Background: an optimization exercise with open tools, aiming at small area. Do not read the settings as production practice.
Where RTL was checked, it was by simulation tests only, not by an equivalence proof against the original.
Power and IR drop assume default switching activity.

==> v17: inputs <==
## mips_top
module mips_top (
		clock,
		reset,
		instr_data,
		me_ExtMemRdData,
		instr_addr,
		instr_en,
		me_ExtMemWrData,
		me_ExtMemAddr,
		me_ExtMemWrEn,
		me_ExtMemRdEn
	    );
export LEC_CHECK = 0
export CAP_MARGIN = 20
export CORE_MARGIN = 2
export CORE_UTILIZATION = 30
export PLACE_DENSITY = 0.5
export SLEW_MARGIN = 20
export SYNTH_HIERARCHICAL = 1
create_clock -name core_clock -period 12.0 [get_ports {clock}]
standard.sh (not shown) runs the stock make flow with config.mk's settings and CLKGATE_MAP_FILE= SYNTH_SCRIPT=/design/flow/synth_recipe.tcl, a recipe that flattens the netlist after the stock synthesis.
==> flow/flow/run.sh <==
#!/bin/bash
# Standard layout (the standard.sh) with two changes: the ports are
# buffered with the smallest buffer, and the clock tree uses larger sink
# clusters and no dummy loads.  Make's full output goes to flow_make.log;
# each ORFS step also keeps its own log under orfs/logs.
set -euo pipefail
bash standard.sh \
  BUFFER_PORTS_ARGS="-buffer_cell sky130_fd_sc_hd__buf_1" \
  CTS_ARGS="-sink_clustering_enable -repair_clock_nets -sink_clustering_size 26 -sink_clustering_max_diameter 90 -buf_list {sky130_fd_sc_hd__clkbuf_8 sky130_fd_sc_hd__clkbuf_16} -dont_use_dummy_load" \
  finish > flow_make.log 2>&1
==> v29 (differences from v17) <==
--- a/flow/design.v
+++ b/flow/design.v
@@ -120,40 +120,41 @@
 wire		exA = ex_RegWriteSel && (ex_RegDest == RS);
 wire		idB = id_RegWriteSel && (id_RegDest == RT);
 wire		exB = ex_RegWriteSel && (ex_RegDest == RT);
 wire		sA_id = idA && !JR;
 wire		sA_ex = !sA_id && exA && !ex_MemRd && !JR;
 wire		sA_wb = !sA_id && !sA_ex && wbA;
 wire		sA_rf = !sA_id && !sA_ex && !wbA;
-wire		op67 = (OpCode[5:1] == 5'b00011);
-wire		sB_id = idB && !op67;
-wire		sB_ex = !idB && exB && !ex_MemRd && !op67;
+wire		sB_id = idB;
+wire		sB_ex = !idB && exB && !ex_MemRd;
 wire		sB_pc = !sB_id && !sB_ex && opJAL;
-wire		sB_wb = !sB_id && !sB_ex && !opJAL && wbB && !op67;
-wire		sB_rf = !sB_id && !sB_ex && !opJAL && !wbB && !op67;
+wire		sB_wb = !sB_id && !sB_ex && !opJAL && wbB;
+wire		sB_rf = !sB_id && !sB_ex && !opJAL && !wbB;
 wire		LdA  = !idA && exA && ex_MemRd;
 wire		LdB  = !idB && exB && ex_MemRd;
 wire [35:0]	selA, selB;
  genvar g;
  generate
 	for (g = 0; g < 32; g = g + 1) begin : dec
 	    assign selA[g] = sA_rf && (RS == g);
 	    assign selB[g] = sB_rf && (RT == g);
 	end
  endgenerate
-assign selA[35:32] = {1'b0, sA_ex, sA_id, sA_wb};	 
+assign selA[35:32] = {1'b0, sA_ex, sA_id, sA_wb};
 assign selB[35:32] = {sB_pc, sB_ex, sB_id, sB_wb};
 wire [31:0]	FwdA, FwdB;
- rf_port35 portA (.rf(rf_flat), .wb(wd), .idv(ALUOut), .exv(ex_ALUOut),
-		.sel(selA[34:0]), .out(FwdA));
+ rf_port portA (.rf(rf_flat), .wb(wd), .idv(ALUOut), .exv(ex_ALUOut), .xv(32'd0),
+		.sel(selA), .out(FwdA));
  rf_port portB (.rf(rf_flat), .wb(wd), .idv(ALUOut), .exv(ex_ALUOut), .xv(PCp4),
 		.sel(selB), .out(FwdB));
 wire [31:0]	RFOutA = FwdA;
 wire		eqAB = (FwdA == FwdB);
-wire		Taken = ((opBEQ || opBLEZ) && eqAB) || ((opBNE || opBGTZ) && !eqAB);
+wire		zA   = (FwdA == 32'd0);
+wire		Taken = (opBEQ && eqAB) || (opBNE && !eqAB)
+		      || (opBGTZ && !zA) || (opBLEZ && zA);
 wire		stall1 = id_MemRd && (id_RegDest == RS || id_RegDest == RT);
 wire		stall2 = ex_MemRd && RegDep && (ex_RegDest == RS || ex_RegDest == RT);
 wire		stall  = stall1 || stall2;
 wire		sH = !reset && stall;
 wire		sG = !reset && !stall;
 wire		sB = sG && Taken;
 wire		sJ = sG && opJ;
@@ -249,46 +250,14 @@
 		assign d[r] = rf[r*32 + b];
 	    end
 	    assign d[35:32] = {xv[b], exv[b], idv[b], wb[b]};
 	    ao36 u (.d(d), .s(sel), .y(out[b]));
 	end
  endgenerate
 endmodule
-module rf_port35 (rf, wb, idv, exv, sel, out);
-input  [1023:0]	rf;
-input  [31:0]	wb, idv, exv;
-input  [34:0]	sel;
-output [31:0]	out;
- genvar b, r;
- generate
-	for (b = 0; b < 32; b = b + 1) begin : bt
-	    wire [34:0] d;
-	    for (r = 0; r < 32; r = r + 1) begin : row
-		assign d[r] = rf[r*32 + b];
-	    end
-	    assign d[34:32] = {exv[b], idv[b], wb[b]};
-	    ao35 u (.d(d), .s(sel), .y(out[b]));
-	end
- endgenerate
-endmodule
-module ao35 (d, s, y);
-input  [34:0]	d;
-input  [34:0]	s;
-output		y;
-wire   [11:0]	t;
- genvar k;
- generate
-	for (k = 0; k < 11; k = k + 1) begin : g
-	    aoi222 u (.a1(d[3*k]), .a2(s[3*k]), .b1(d[3*k+1]), .b2(s[3*k+1]),
-		      .c1(d[3*k+2]), .c2(s[3*k+2]), .y(t[k]));
-	end
- endgenerate
-assign t[11] = ~((d[33] & s[33]) | (d[34] & s[34]));
-assign y = ~&t;
-endmodule
 module ao36 (d, s, y);
 input  [35:0]	d;
 input  [35:0]	s;
 output		y;
 wire   [11:0]	t;
  genvar k;
  generate
@@ -343,60 +312,41 @@
 input  [1:0]	BSel;		 
 input  [15:0]	Imm;
 output [31:0]	OpA, OpBp, OpB;
 wire		nLdA = !LdA;
 wire		nLdB = !LdB;
 wire		sR = (BSel == 2'd0);		 
 wire		sI = (BSel == 2'd1) || (BSel == 2'd2);	 
-wire		sS = (BSel == 2'd1);		 
+wire		sS = (BSel == 2'd1) && Imm[15];	 
 wire		sU = (BSel == 2'd3);		 
  genvar i;
  generate
 	for (i = 0; i < 32; i = i + 1) begin : b
 	    c_ao2 A (.a1(LdA), .a2(rd[i]), .b1(nLdA), .b2(id_OpA[i]), .y(OpA[i]));
 	    c_ao2 B (.a1(LdB), .a2(rd[i]), .b1(nLdB), .b2(id_OpB[i]), .y(OpBp[i]));
 	    if (i < 16) begin : lo
 		c_ao2 S (.a1(sR), .a2(OpBp[i]), .b1(sI), .b2(Imm[i]), .y(OpB[i]));
 	    end else begin : hi
-		c_ao3 S (.a1(sR), .a2(OpBp[i]), .b1(sU), .b2(Imm[i-16]), .c1(sS), .c2(Imm[15]), .y(OpB[i]));
+		c_ao3 S (.a1(sR), .a2(OpBp[i]), .b1(sU), .b2(Imm[i-16]), .c1(sS), .c2(1'b1), .y(OpB[i]));
 	    end
 	end
  endgenerate
 endmodule
 module c_ao2 (a1, a2, b1, b2, y);
 input a1, a2, b1, b2; output y;
 assign y = (a1 & a2) | (b1 & b2);
 endmodule
 module adder (a, b, sub, sum, less);
 input  [31:0]	a, b;
 input		sub;
 output [31:0]	sum;
 output		less;
-wire [31:0] bb = b ^ {32{sub}};
-wire [32:0] g0, p0;
-assign g0[0] = sub; assign p0[0] = 1'b0;
-assign g0[32:1] = a & bb; assign p0[32:1] = a ^ bb;
-reg [32:0] G, P; integer l, i;
-always @* begin
-  G = g0; P = p0;
-  for (l = 1; l < 33; l = l * 2) begin
-    for (i = 2*l - 1; i < 33; i = i + 2*l) begin
-      G[i] = G[i] | (P[i] & G[i-l]);
-      P[i] = P[i] & P[i-l];
-    end
-  end
-  for (l = 16; l >= 1; l = l / 2) begin
-    for (i = 3*l - 1; i < 33; i = i + 2*l) begin
-      G[i] = G[i] | (P[i] & G[i-l]);
-      P[i] = P[i] & P[i-l];
-    end
-  end
-end
-assign sum = p0[32:1] ^ G[31:0];
-assign less = !G[32];
+wire   [33:0]	t = {1'b0, a, 1'b1} + {1'b0, b ^ {32{sub}}, sub};
+assign sum  = t[32:1];
+assign less = !t[33];
 endmodule
 module shifter (a, right, sh, y);
 input  [31:0]	a;
 input		right;
 input  [4:0]	sh;
 output [31:0]	y;
 wire   [31:0]	l0, l1, l2, l3, l4, l5;
@@ -447,43 +397,26 @@
 endmodule
 module pcu (PC, idPC, jt, FwdA, sH, sB, sJ, sR, sP, PCNext, PCp4);
 input  [31:0]	PC, idPC, FwdA;
 input  [25:0]	jt;		 
 input		sH, sB, sJ, sR, sP;
 output [31:0]	PCNext, PCp4;
 wire [31:0]	inc_c;
-wire [31:17]	hi1;
 assign PCp4[1:0] = PC[1:0];
  c_inv PI (.a(PC[2]), .y(PCp4[2]));
 assign inc_c[3] = PC[2];
- c_inv HI (.a(PC[17]), .y(hi1[17]));
-assign inc_c[18] = PC[17];
  genvar i;
  generate
-	for (i = 3; i < 17; i = i + 1) begin : pinc
-	    if (i < 16) begin : h
+	for (i = 3; i < 32; i = i + 1) begin : pinc
+	    if (i < 31) begin : h
 		c_ha H (.a(PC[i]), .b(inc_c[i]), .s(PCp4[i]), .c(inc_c[i+1]));
 	    end else begin : x
 		c_xr2 X (.a(PC[i]), .b(inc_c[i]), .y(PCp4[i]));
 	    end
 	end
-	for (i = 18; i < 32; i = i + 1) begin : hinc
-	    if (i < 31) begin : h
-		c_ha H (.a(PC[i]), .b(inc_c[i]), .s(hi1[i]), .c(inc_c[i+1]));
-	    end else begin : x
-		c_xr2 X (.a(PC[i]), .b(inc_c[i]), .y(hi1[i]));
-	    end
-	end
- endgenerate
-wire		lo1 = &PC[16:2];
-wire		nlo1 = !lo1;
- generate
-	for (i = 17; i < 32; i = i + 1) begin : hsel
-	    c_ao2 M (.a1(lo1), .a2(hi1[i]), .b1(nlo1), .b2(PC[i]), .y(PCp4[i]));
-	end
  endgenerate
 wire [18:2]	bc;
 wire [17:2]	BA;
  c_xn2 B2S (.a(idPC[2]), .b(jt[0]), .y(BA[2]));
  c_or2 B2C (.a(idPC[2]), .b(jt[0]), .y(bc[3]));
  generate
 	for (i = 3; i < 18; i = i + 1) begin : badd
==> flow/flow/run.sh (replaced) <==
#!/bin/bash
# Standard layout, with two changes: ports are buffered with the
# smallest buffer, and the clock tree uses larger sink clusters and
# no dummy loads.  Make's output goes to flow_make.log.
set -euo pipefail
bash standard.sh \
  BUFFER_PORTS_ARGS="-buffer_cell sky130_fd_sc_hd__buf_2" \
  CTS_ARGS="-sink_clustering_enable -repair_clock_nets -sink_clustering_size 30 -sink_clustering_max_diameter 100 -buf_list {sky130_fd_sc_hd__clkbuf_8 sky130_fd_sc_hd__clkbuf_16} -dont_use_dummy_load" \
  finish > flow_make.log 2>&1
==> run notes <==
total CTS buffers = 67
P_int = 6.82 mW
VDD IR-drop max = 0.111 mV
initial core utilization = 30.1%
Combinational Power Share = 16.5%
Least-Margin Pin Slew = 1.32 ns
met2 WL = 118,000 um
slack of the critical path = 1.10 ns
Gate Count Post-Synth = 3,700
nets = 4,268
gr usage total = 26.5%
vias in the first global route = 41,395
bufs w/o clock = 383
Starting DRT DRC Count = 12,132
Area contributors post-synth = edfxtp_1 (54%), a222oi_1 (14%), dfxtp_1 (9.8%)
Setup Skew = 0.117 ns
outcome = finished clean
Source of the figures above: v17

==> run notes <==
Area contributors post-synth = edfxtp_1 (54%), a222oi_1 (15%), dfxtp_1 (9.7%)
slack of the critical path = 1.18 ns
outcome = finished clean
nets = 4,334
total CTS buffers = 53
Starting DRT DRC Count = 11,689
Gate Count Post-Synth = 3,773
Setup Skew = 0.107 ns
initial core utilization = 30.2%
Least-Margin Pin Slew = 1.17 ns
vias in the first global route = 41,983
VDD IR-drop max = 0.121 mV
hold_sp = ex_ALUOut[25]
Combinational Power Share = 18.4%
P_int = 6.66 mW
final std cells w/o fill = 6,684
TNS Setup = 0 ns
synth unique cells = 83
Source of the figures above: v29

For v29, only the layout was checked, not whether the RTL still works.

-- static timing again, ports no longer ideal --
No port has a modelled driver above. Below, the same layouts with a new extraction and two added sets of constraints. Step 1 assumes that a clkbuf_16 drives the clock port and a buf_2 every other input. Step 2 also shifts input and output timing later by t, the mid clock arrival at the registers, as if the neighbouring blocks saw the same clock. a / b / c = ideal ports / drivers / drivers and shift; a / b = the first two.
run	t, ns	setup WS [ns]	worst setup path after step 2
v17	0.762	1.100 / 1.161 / 0.398	input to register
v29	0.773	1.182 / 1.182 / 0.482	input to register
After both steps every run listed still meets setup and hold. For v17, which loses most, drivers alone change the setup slack by +0.061 ns; drivers and shift together by -0.702 ns.
